Background: an optimization exercise with open tools, aiming at small area. Do not read the settings as production practice.
The RTL was checked by simulation tests, not by an equivalence proof against the original design.
Power is estimated from default activity; no workload was simulated.

==> run E: inputs <==
==> flow/design.v <==
`timescale 1ns / 1ps
module median_filter(
	input			clk		,
    input [7:0] 	dat_i	,
    input       	val_i	,
    output [7:0] 	dat_o	,
    output      	val_o
    );
	localparam 						WIDTH = 9;
	localparam 						WORD_LEN = 8;
	localparam 						MID_IND = (WIDTH-1)/2;
	reg [WORD_LEN-1 : 0] 			dat_i_r [0:WIDTH-1];
	reg [WORD_LEN*WIDTH-1 : 0] 		dat_i_pip [0:WIDTH-1];
	reg [MID_IND+WIDTH:0] 			valid_r;
	integer 	width_i;
	assign 		val_o = valid_r[MID_IND+WIDTH];
	assign		dat_o = dat_i_pip[WIDTH-1][MID_IND*WORD_LEN +: WORD_LEN];	
	always@(posedge clk) begin:valid_pass
		for(width_i = 0; width_i < MID_IND+WIDTH+1; width_i = width_i + 1) begin
			if(width_i == 0)
				valid_r[width_i] <= val_i;
			else
				valid_r[width_i] <= valid_r[width_i - 1];
		end
	end
	always@(posedge clk) begin:fit_in_width
		for(width_i = 0; width_i < WIDTH; width_i = width_i + 1) begin
			if(width_i == 0) begin
				if(val_i) 
					dat_i_r[width_i] <= dat_i;
				else
					dat_i_r[width_i] <= 0;
			end
			else
				dat_i_r[width_i] <= dat_i_r[width_i - 1];
		end
	end
	integer width_prime_i;
	always@(posedge clk) begin:prime_pip
		for(width_prime_i = 0; width_prime_i < WIDTH; width_prime_i = width_prime_i + 2) begin
			if(width_prime_i == 0) 
				dat_i_pip[0][width_prime_i*WORD_LEN +: WORD_LEN] <= dat_i_r[width_prime_i];
			else begin
				dat_i_pip[0][width_prime_i*WORD_LEN +: WORD_LEN] <= (dat_i_r[width_prime_i]<dat_i_r[width_prime_i-1])?dat_i_r[width_prime_i]:dat_i_r[width_prime_i-1];
				dat_i_pip[0][(width_prime_i-1)*WORD_LEN +: WORD_LEN] <= (dat_i_r[width_prime_i]<dat_i_r[width_prime_i-1])?dat_i_r[width_prime_i-1]:dat_i_r[width_prime_i];
			end	
		end
	end
	integer width_odd_i;
	genvar 	stage_odd_i;
	generate
		for(stage_odd_i = 1;stage_odd_i < WIDTH; stage_odd_i = stage_odd_i+2) begin:pip_stages_odd
			always@(posedge clk) begin:odd_pip
				for(width_odd_i = 0; width_odd_i < WIDTH; width_odd_i = width_odd_i + 2) begin
					if(width_odd_i == WIDTH-1)  
						dat_i_pip[stage_odd_i][width_odd_i*WORD_LEN +: WORD_LEN] <= dat_i_pip[(stage_odd_i-1)][width_odd_i*WORD_LEN +: WORD_LEN];
					else begin  
						dat_i_pip[stage_odd_i][width_odd_i*WORD_LEN +: WORD_LEN] <= (dat_i_pip[(stage_odd_i-1)][width_odd_i*WORD_LEN +: WORD_LEN]>dat_i_pip[(stage_odd_i-1)][(width_odd_i+1)*WORD_LEN +: WORD_LEN])?dat_i_pip[(stage_odd_i-1)][width_odd_i*WORD_LEN +: WORD_LEN]:dat_i_pip[(stage_odd_i-1)][(width_odd_i+1)*WORD_LEN +: WORD_LEN];
						dat_i_pip[stage_odd_i][(width_odd_i+1)*WORD_LEN +: WORD_LEN] <= (dat_i_pip[(stage_odd_i-1)][width_odd_i*WORD_LEN +: WORD_LEN]>dat_i_pip[(stage_odd_i-1)][(width_odd_i+1)*WORD_LEN +: WORD_LEN])?dat_i_pip[(stage_odd_i-1)][(width_odd_i+1)*WORD_LEN +: WORD_LEN]:dat_i_pip[(stage_odd_i-1)][width_odd_i*WORD_LEN +: WORD_LEN];
					end	
				end
			end
		end
	endgenerate
	integer 	width_even_i;
	genvar 		stage_even_i;
	generate
		for(stage_even_i = 2;stage_even_i < WIDTH; stage_even_i = stage_even_i+2) begin:pip_stages_even
			always@(posedge clk) begin:even_pip
				for(width_even_i = 0; width_even_i < WIDTH; width_even_i = width_even_i + 2) begin
					if(width_even_i == 0) 	 
						dat_i_pip[(stage_even_i)][width_even_i*WORD_LEN +: WORD_LEN] <= dat_i_pip[(stage_even_i-1)][width_even_i*WORD_LEN +: WORD_LEN];
					else begin	 
						dat_i_pip[(stage_even_i)][width_even_i*WORD_LEN +: WORD_LEN] <= (dat_i_pip[(stage_even_i-1)][width_even_i*WORD_LEN +: WORD_LEN]<dat_i_pip[(stage_even_i-1)][(width_even_i-1)*WORD_LEN +: WORD_LEN])?dat_i_pip[(stage_even_i-1)][width_even_i*WORD_LEN +: WORD_LEN]:dat_i_pip[(stage_even_i-1)][(width_even_i-1)*WORD_LEN +: WORD_LEN];
						dat_i_pip[(stage_even_i)][(width_even_i-1)*WORD_LEN +: WORD_LEN] <= (dat_i_pip[(stage_even_i-1)][width_even_i*WORD_LEN +: WORD_LEN]<dat_i_pip[(stage_even_i-1)][(width_even_i-1)*WORD_LEN +: WORD_LEN])?dat_i_pip[(stage_even_i-1)][(width_even_i-1)*WORD_LEN +: WORD_LEN]:dat_i_pip[(stage_even_i-1)][width_even_i*WORD_LEN +: WORD_LEN];
					end	
				end
			end
		end
	endgenerate
endmodule
==> flow/run.sh <==
#!/bin/bash
# synth_recipe.tcl (not shown) runs the flow's synth.tcl, then flattens the netlist and writes it again
# the make line also repeats each setting of config.mk as NAME=value (left out here)
make -C /OpenROAD-flow-scripts/flow DESIGN_CONFIG=/design/flow/config.mk WORK_HOME=/design/flow/orfs CLKGATE_MAP_FILE= SYNTH_SCRIPT=/design/flow/synth_recipe.tcl finish
==> flow/config.mk <==
export PLATFORM = sky130hd
export DESIGN_NAME = median_filter
export DESIGN_NICKNAME = median_filter
export VERILOG_FILES = /design/flow/design.v
export SDC_FILE = /design/flow/constraint.sdc
export NUM_CORES = 4
export LEC_CHECK = 0
export CAP_MARGIN = 20
export CORE_MARGIN = 2
export CORE_UTILIZATION = 40
export SLEW_MARGIN = 20
==> flow/constraint.sdc <==
create_clock -name core_clock -period 4.0 [get_ports {clk}]
set_input_delay 0.8000 -clock core_clock [delete_from_list [all_inputs] [get_ports {clk}]]
set_output_delay 0.8000 -clock core_clock [all_outputs]
set_load 0.01 [all_outputs]
==> inputs of run G, as changes to run E <==
==> flow/design.v (replaced) <==
module median_filter(
    input            clk,
    input      [7:0] dat_i,
    input            val_i,
    output     [7:0] dat_o,
    output           val_o
    );
    function le8;
        input [7:0] a, b;
        integer i;
        reg c;
        begin
            c = 1'b1;
            for (i = 0; i < 8; i = i + 1)
                c = (~a[i] & b[i]) | (~a[i] & c) | (b[i] & c);
            le8 = c;
        end
    endfunction
    function ex4;
        input [8:0] b;
        integer i, n;
        begin
            n = 0;
            for (i = 0; i < 9; i = i + 1)
                n = n + (b[i] ? 1 : 0);
            ex4 = (n == 4);
        end
    endfunction
    reg [7:0]  r [1:9];
    reg [7:0]  d [1:9];
    reg [13:0] v;
    integer k;
    always @(posedge clk) begin
        r[1] <= val_i ? dat_i : 8'd0;
        for (k = 2; k <= 9; k = k + 1)
            r[k] <= r[k-1];
        v <= {v[12:0], val_i};
    end
    assign val_o = v[13];
    wire [99:0] le;
    genvar p, q, dd;
    generate
        for (dd = 1; dd <= 8; dd = dd + 1) begin : g_dist
            wire n = le8(r[1], r[1+dd]);
            if (dd < 8) begin : st
                reg [8-dd:1] s;
                always @(posedge clk)
                    s <= {s, n} ;
                for (p = 2; p <= 9 - dd; p = p + 1) begin : tap
                    assign le[p*10+p+dd] = s[p-1];
                end
            end
            assign le[10+1+dd] = n;
        end
    endgenerate
    wire [8:0] sel;
    generate
        for (p = 1; p <= 9; p = p + 1) begin : rank
            wire [8:0] below;
            for (q = 1; q <= 9; q = q + 1) begin : b
                if (q < p)      assign below[q-1] = le[q*10+p];
                else if (q > p) assign below[q-1] = ~le[p*10+q];
                else            assign below[q-1] = 1'b0;
            end
            assign sel[p-1] = ex4(below);
        end
    endgenerate
    reg [7:0] med;
    integer j;
    always @(*) begin
        med = 8'd0;
        for (j = 1; j <= 9; j = j + 1)
            med = med | ({8{sel[j-1]}} & r[j]);
    end
    always @(posedge clk) begin
        d[1] <= med;
        for (k = 2; k <= 9; k = k + 1)
            d[k] <= d[k-1];
    end
    assign dat_o = d[9];
endmodule
==> notes <==
- Run E completed without violations. Run G finished but failed the layout checks on setup timing.
- In combinational power, run E is at 4.0 times the value of run G.
- The final cell count of run E is 2.8 times that of run G.
- Fmax: run G is smaller than run E (about 50%).
- Against run G, the non-clock buffer count of run E is lower by 84.
- In run E the clock-buffer cell count is higher than in run G, by 60.

-- static timing again, ports no longer ideal --
The flow's constraints put no driver on any port. The routed layouts listed below were extracted and timed again, unchanged, in two steps. Step 1: set_driving_cell puts a clkbuf_16 on clk and a buf_2 on each other input, an assumption about the parent block. Step 2 times the ports against the registers' clock, not the clock port: input delays grow and output delays shrink by t, the midpoint of the rising clock arrivals with the driver on. a / b / c = ideal ports / drivers / drivers and shift; a / b = the first two.
| run | t (ns) | setup slack, ns | hold WS [ns] | worst slew at a driven data input, ns | cell pins on the clock port's net |
|---|---|---|---|---|---|
| run E | 0.638 | 1.646 / 1.646 / 1.646 | 0.321 / 0.321 / 0.321 | 0.03 | 1 |
| run G | 0.471 | -0.807 / -0.807 / -0.807 | 0.324 / 0.324 / 0.324 | 0.03 | 1 |
